This design comes from an exercise in tuning for small area on the open sky130 flow, not from production work.
At most, simulation tests tie the RTL to the original design; equivalence was not proved.
Power figures rest on the tool's default switching activity, not on a simulated workload.

Design kgp_risc, start of the top module:
module kgp_risc( input wire clk, input wire rst,
	output wire [31:0] imem_addr, input wire [31:0] imem_data,
	output wire [9:0] dmem_addr, output wire [31:0] dmem_wdata, output wire dmem_we, output wire dmem_re, input wire [31:0] dmem_rdata );
For scale: ~5500 cells after synthesis, about 140 I/O pins, roughly 61000 µm² of cells after synthesis.
==> module kgp_risc, before the edit <==
module kgp_risc( input wire clk, input wire rst,
	output wire [31:0] imem_addr, input wire [31:0] imem_data,
	output wire [9:0] dmem_addr, output wire [31:0] dmem_wdata, output wire dmem_we, output wire dmem_re, input wire [31:0] dmem_rdata );
	wire [1:0]  op  = imem_data[31:30];
	wire [3:0]  fc  = imem_data[29:26];
	wire [4:0]  rs  = imem_data[25:21];
	wire [4:0]  rt  = imem_data[20:16];
	wire [15:0] imm = imem_data[15:0];
	wire [25:0] off = imem_data[25:0];
	wire op0 = (op == 2'd0), op1 = (op == 2'd1), op2 = (op == 2'd2), op3 = (op == 2'd3);
	wire is_ld  = op0 & (fc == 4'd0);
	wire is_st  = op0 & (fc == 4'd1);
	wire r_and  = op1 & (fc == 4'd0);
	wire r_xor  = op1 & (fc == 4'd1);
	wire r_add  = op1 & (fc == 4'd2);
	wire r_mul  = op1 & ((fc == 4'd3) | (fc == 4'd4));
	wire r_neg  = op1 & (fc == 4'd5);
	wire r_srl  = op1 & (fc == 4'd6);
	wire r_sll  = op1 & (fc == 4'd7);
	wire r_sra  = op1 & (fc == 4'd8);
	wire i_add  = op2 & (fc == 4'd0);
	wire i_neg  = op2 & (fc == 4'd1);
	wire i_srl  = op2 & (fc == 4'd2);
	wire i_sll  = op2 & (fc == 4'd3);
	wire i_sra  = op2 & (fc == 4'd4);
	wire b_ret  = op3 & (fc == 4'd0);
	wire b_reg  = op3 & (fc == 4'd1);
	wire b_call = op3 & (fc == 4'd11);
	wire b_zero = op3 & (fc >= 4'd2) & (fc <= 4'd11);
	wire r_ok   = op1 & (fc <= 4'd8);
	wire i_ok   = op2 & (fc <= 4'd4);
	wire rpc    = b_ret | b_call;
	wire s_shift = r_srl | r_sll | r_sra | i_srl | i_sll | i_sra;
	wire s_add   = ~(r_and | r_xor | r_mul | s_shift | b_ret | b_reg | b_zero);
	reg [31:0] pc;
	reg zf, cf, sf, vf;
	reg [31:0] vld;                
	wire [4:0] a1 = rpc ? 5'd31 : rs;
	wire we = (is_ld | r_ok | i_ok | b_call) & ~rst;
	wire [31:0] wd;
	wire [31:0] sel1 = (32'd1 << a1) & vld;
	wire [31:0] sel2 = (32'd1 << rt) & vld;
	wire [31:0] wsel = (32'd1 << a1) & {32{we}};
	wire [31:0] col [0:31];        
	genvar g, i;
	generate for (g = 0; g < 32; g = g + 1) begin : R
		reg [31:0] r;
		wire [31:0] nx;
		wire en = wsel[g];
		wire enn = ~wsel[g];
		for (i = 0; i < 32; i = i + 1) begin : B
			wmux u (.en(en), .enn(enn), .d(wd[i]), .q(r[i]), .y(nx[i]));
			assign col[i][g] = r[i];
		end
		always @(posedge clk) r <= nx;
	end endgenerate
	wire [31:0] a, b;
	generate for (i = 0; i < 32; i = i + 1) begin : RD
		rdbit u1 (.s(sel1), .d(col[i]), .y(a[i]));
		rdbit u2 (.s(sel2), .d(col[i]), .y(b[i]));
	end endgenerate
	wire neg = r_neg | i_neg;
	wire [31:0] opnd = (r_add | r_neg) ? b : {16'd0, imm};
	wire [31:0] sum;
	wire cout;
	add32 ADD (.a(a & {32{~neg}}), .b(opnd ^ {32{neg}}), .ci(neg), .s(sum), .co(cout));
	wire [31:0] samt = op1 ? b : {16'd0, imm};
	wire big = |samt[31:5];
	wire left = r_sll | i_sll;
	wire fill = (r_sra | i_sra) & a[31];
	wire [31:0] shn;
	shifter SH (.a(a), .n(samt[4:0]), .left(left), .fill(fill), .yn(shn));
	wire sh_in = s_shift & ~big;           
	wire sh_all = s_shift & big & fill;    
	wire [31:0] prod;
	mul32 MUL (.a(a), .b(b), .p(prod));
	wire [31:0] res = ({32{r_and}} & (a & b)) | ({32{r_xor}} & (a ^ b)) | ({32{r_mul}} & prod)
	                | ({32{sh_in}} & ~shn) | {32{sh_all}} | ({32{b_ret}} & a) | ({32{b_reg}} & b)
	                | ({32{s_add}} & sum);
	wire c_n = (r_add | i_add) & cout;
	wire z_n = ~|res;
	wire s_n = res[31];
	wire v_n = c_n ^ res[31] ^ a[31] ^ b[31];
	wire take = op3 & ( (fc == 4'd0) | (fc == 4'd1) | (fc == 4'd2) | (fc == 4'd11)
	                  | ((fc == 4'd3) & zf) | ((fc == 4'd4) & ~zf)
	                  | ((fc == 4'd5) & cf) | ((fc == 4'd6) & ~cf)
	                  | ((fc == 4'd7) & sf) | ((fc == 4'd8) & ~sf)
	                  | ((fc == 4'd9) & vf) | ((fc == 4'd10) & ~vf) );
	wire [25:0] x = b_ret ? a[25:0] : (b_reg ? b[25:0] : off);
	wire [31:0] pcn;
	pcnext PCN (.pc(pc), .y({{6{x[25]}}, x} & {32{take}}), .n(pcn));
	assign wd = b_call ? pc : (is_ld ? dmem_rdata : res);
	always @(posedge clk or posedge rst) begin
		if (rst) begin
			pc <= 32'd0;
			zf <= 1'b0; cf <= 1'b0; sf <= 1'b0; vf <= 1'b0;
			vld <= 32'd0;
		end else begin
			pc <= pcn;
			zf <= z_n; cf <= c_n; sf <= s_n; vf <= v_n;
			vld <= vld | wsel;
		end
	end
	assign imem_addr  = pc;
	assign dmem_re    = is_ld & ~rst;
	assign dmem_we    = is_st & ~rst;
	assign dmem_addr  = (is_ld | is_st) ? sum[9:0] : 10'd0;
	assign dmem_wdata = b;
endmodule
==> module shifter, before the edit <==
module shifter(input wire [31:0] a, input wire [4:0] n, input wire left, input wire fill, output wire [31:0] yn);
	wire [31:0] s0, s1, s2, s3, s4, s5;
	wire fn = ~fill;
	genvar k;
	generate for (k = 0; k < 32; k = k + 1) begin : S
		mxi r0 (.s(left), .a(a[k]), .b(a[31-k]), .y(s0[k]));                                
		mxi r1 (.s(n[0]), .a(s0[k]), .b(k + 1  < 32 ? s0[k+1]  : fn), .y(s1[k]));         
		mxi r2 (.s(n[1]), .a(s1[k]), .b(k + 2  < 32 ? s1[k+2]  : fill), .y(s2[k]));       
		mxi r3 (.s(n[2]), .a(s2[k]), .b(k + 4  < 32 ? s2[k+4]  : fn), .y(s3[k]));         
		mxi r4 (.s(n[3]), .a(s3[k]), .b(k + 8  < 32 ? s3[k+8]  : fill), .y(s4[k]));       
		mxi r5 (.s(n[4]), .a(s4[k]), .b(k + 16 < 32 ? s4[k+16] : fn), .y(s5[k]));         
		mxi r6 (.s(left), .a(s5[k]), .b(s5[31-k]), .y(yn[k]));                             
	end endgenerate
endmodule
Settings: LEC_CHECK=0, CAP_MARGIN=20, CORE_MARGIN=2, CORE_UTILIZATION=60, PLACE_DENSITY=0.7, SLEW_MARGIN=20, SYNTH_HIERARCHICAL=1, SYNTH_MINIMUM_KEEP_SIZE=0; clock period 25.0 ns.
run.sh (not shown) runs the stock make flow with config.mk's settings and CLKGATE_MAP_FILE= SYNTH_SCRIPT=/design/flow/synth_recipe.tcl, a recipe that flattens the netlist after the stock synthesis.
Change:
--- a/flow/design.v
+++ b/flow/design.v
@@ -949,20 +949,18 @@
 	wire cout;
 	add32 ADD (.a(a & {32{~neg}}), .b(opnd ^ {32{neg}}), .ci(neg), .s(sum), .co(cout));
 	wire [31:0] samt = op1 ? b : {16'd0, imm};
 	wire big = |samt[31:5];
 	wire left = r_sll | i_sll;
 	wire fill = (r_sra | i_sra) & a[31];
-	wire [31:0] shn;
-	shifter SH (.a(a), .n(samt[4:0]), .left(left), .fill(fill), .yn(shn));
-	wire sh_in = s_shift & ~big;           
-	wire sh_all = s_shift & big & fill;    
+	wire [31:0] shres;
+	shifter SH (.a(a), .n(samt[4:0]), .big(big), .left(left), .fill(fill), .y(shres));
 	wire [31:0] prod;
 	mul32 MUL (.a(a), .b(b), .p(prod));
 	wire [31:0] res = ({32{r_and}} & (a & b)) | ({32{r_xor}} & (a ^ b)) | ({32{r_mul}} & prod)
-	                | ({32{sh_in}} & ~shn) | {32{sh_all}} | ({32{b_ret}} & a) | ({32{b_reg}} & b)
+	                | ({32{s_shift}} & shres) | ({32{b_ret}} & a) | ({32{b_reg}} & b)
 	                | ({32{s_add}} & sum);
 	wire c_n = (r_add | i_add) & cout;
 	wire z_n = ~|res;
 	wire s_n = res[31];
 	wire v_n = c_n ^ res[31] ^ a[31] ^ b[31];
 	wire take = op3 & ( (fc == 4'd0) | (fc == 4'd1) | (fc == 4'd2) | (fc == 4'd11)
@@ -1069,20 +1067,21 @@
 	generate for (k = 3; k < 32; k = k + 1) begin : I
 		mha u (.x(pc[k]), .y(ic[k]), .s(p4[k]), .c(ic[k+1]));
 	end endgenerate
 	wire co;
 	add32 A (.a(p4), .b(y), .ci(1'b0), .s(n), .co(co));
 endmodule
-module shifter(input wire [31:0] a, input wire [4:0] n, input wire left, input wire fill, output wire [31:0] yn);
-	wire [31:0] s0, s1, s2, s3, s4, s5;
+module shifter(input wire [31:0] a, input wire [4:0] n, input wire big, input wire left, input wire fill, output wire [31:0] y);
+	wire [31:0] s0, s1, s2, s3, s4, s5, s6;
 	wire fn = ~fill;
 	genvar k;
 	generate for (k = 0; k < 32; k = k + 1) begin : S
 		mxi r0 (.s(left), .a(a[k]), .b(a[31-k]), .y(s0[k]));                                
 		mxi r1 (.s(n[0]), .a(s0[k]), .b(k + 1  < 32 ? s0[k+1]  : fn), .y(s1[k]));         
 		mxi r2 (.s(n[1]), .a(s1[k]), .b(k + 2  < 32 ? s1[k+2]  : fill), .y(s2[k]));       
 		mxi r3 (.s(n[2]), .a(s2[k]), .b(k + 4  < 32 ? s2[k+4]  : fn), .y(s3[k]));         
 		mxi r4 (.s(n[3]), .a(s3[k]), .b(k + 8  < 32 ? s3[k+8]  : fill), .y(s4[k]));       
 		mxi r5 (.s(n[4]), .a(s4[k]), .b(k + 16 < 32 ? s4[k+16] : fn), .y(s5[k]));         
-		mxi r6 (.s(left), .a(s5[k]), .b(s5[31-k]), .y(yn[k]));                             
+		mxi r6 (.s(big), .a(s5[k]), .b(fill), .y(s6[k]));                                  
+		mxi r7 (.s(left), .a(s6[k]), .b(s6[31-k]), .y(y[k]));                              
 	end endgenerate
 endmodule
Final cell count stays flat.
Power increases by about 0.8%.
Setup slack improves by 760 ps.
Synthesized cell count decreases by about 0.66%.
Worst hold slack degrades by 9.7 ps.
Clock power increases by about 3%.
Critical path depth decreases by 4.
Clock-buffer cell count decreases by 10.
Final area increases by 0.34%.
Non-clock buffer count decreases by 4.
Utilization decreases by 0.56 points.
Routed wire length is about the same.
The RTL of the second run of this note was laid out without a check of its function.

-- port drivers added, routing unchanged --
Ports are ideal in the flow. The routed layouts listed here were re-timed in OpenROAD. Step 1 assumes that a clkbuf_16 drives the clock port and a buf_2 every other input. Step 2 times the ports against the registers' clock, not the clock port: input delays grow and output delays shrink by t, the midpoint of the rising clock arrivals with the driver on. Three values: ideal, step 1, step 2; two values: the first two.
| run | t (ns) | setup slack, ns | worst setup path at the end |
|---|---|---|---|
| the first run | 0.786 | 6.127 / 6.173 / 5.388 | input to register |
| the second run | 0.776 | 6.884 / 6.901 / 6.125 | input to register |
After both steps setup and hold are still met in every run listed. For the second run, which loses most, drivers alone change the setup slack by +0.017 ns; drivers and shift together by -0.759 ns.
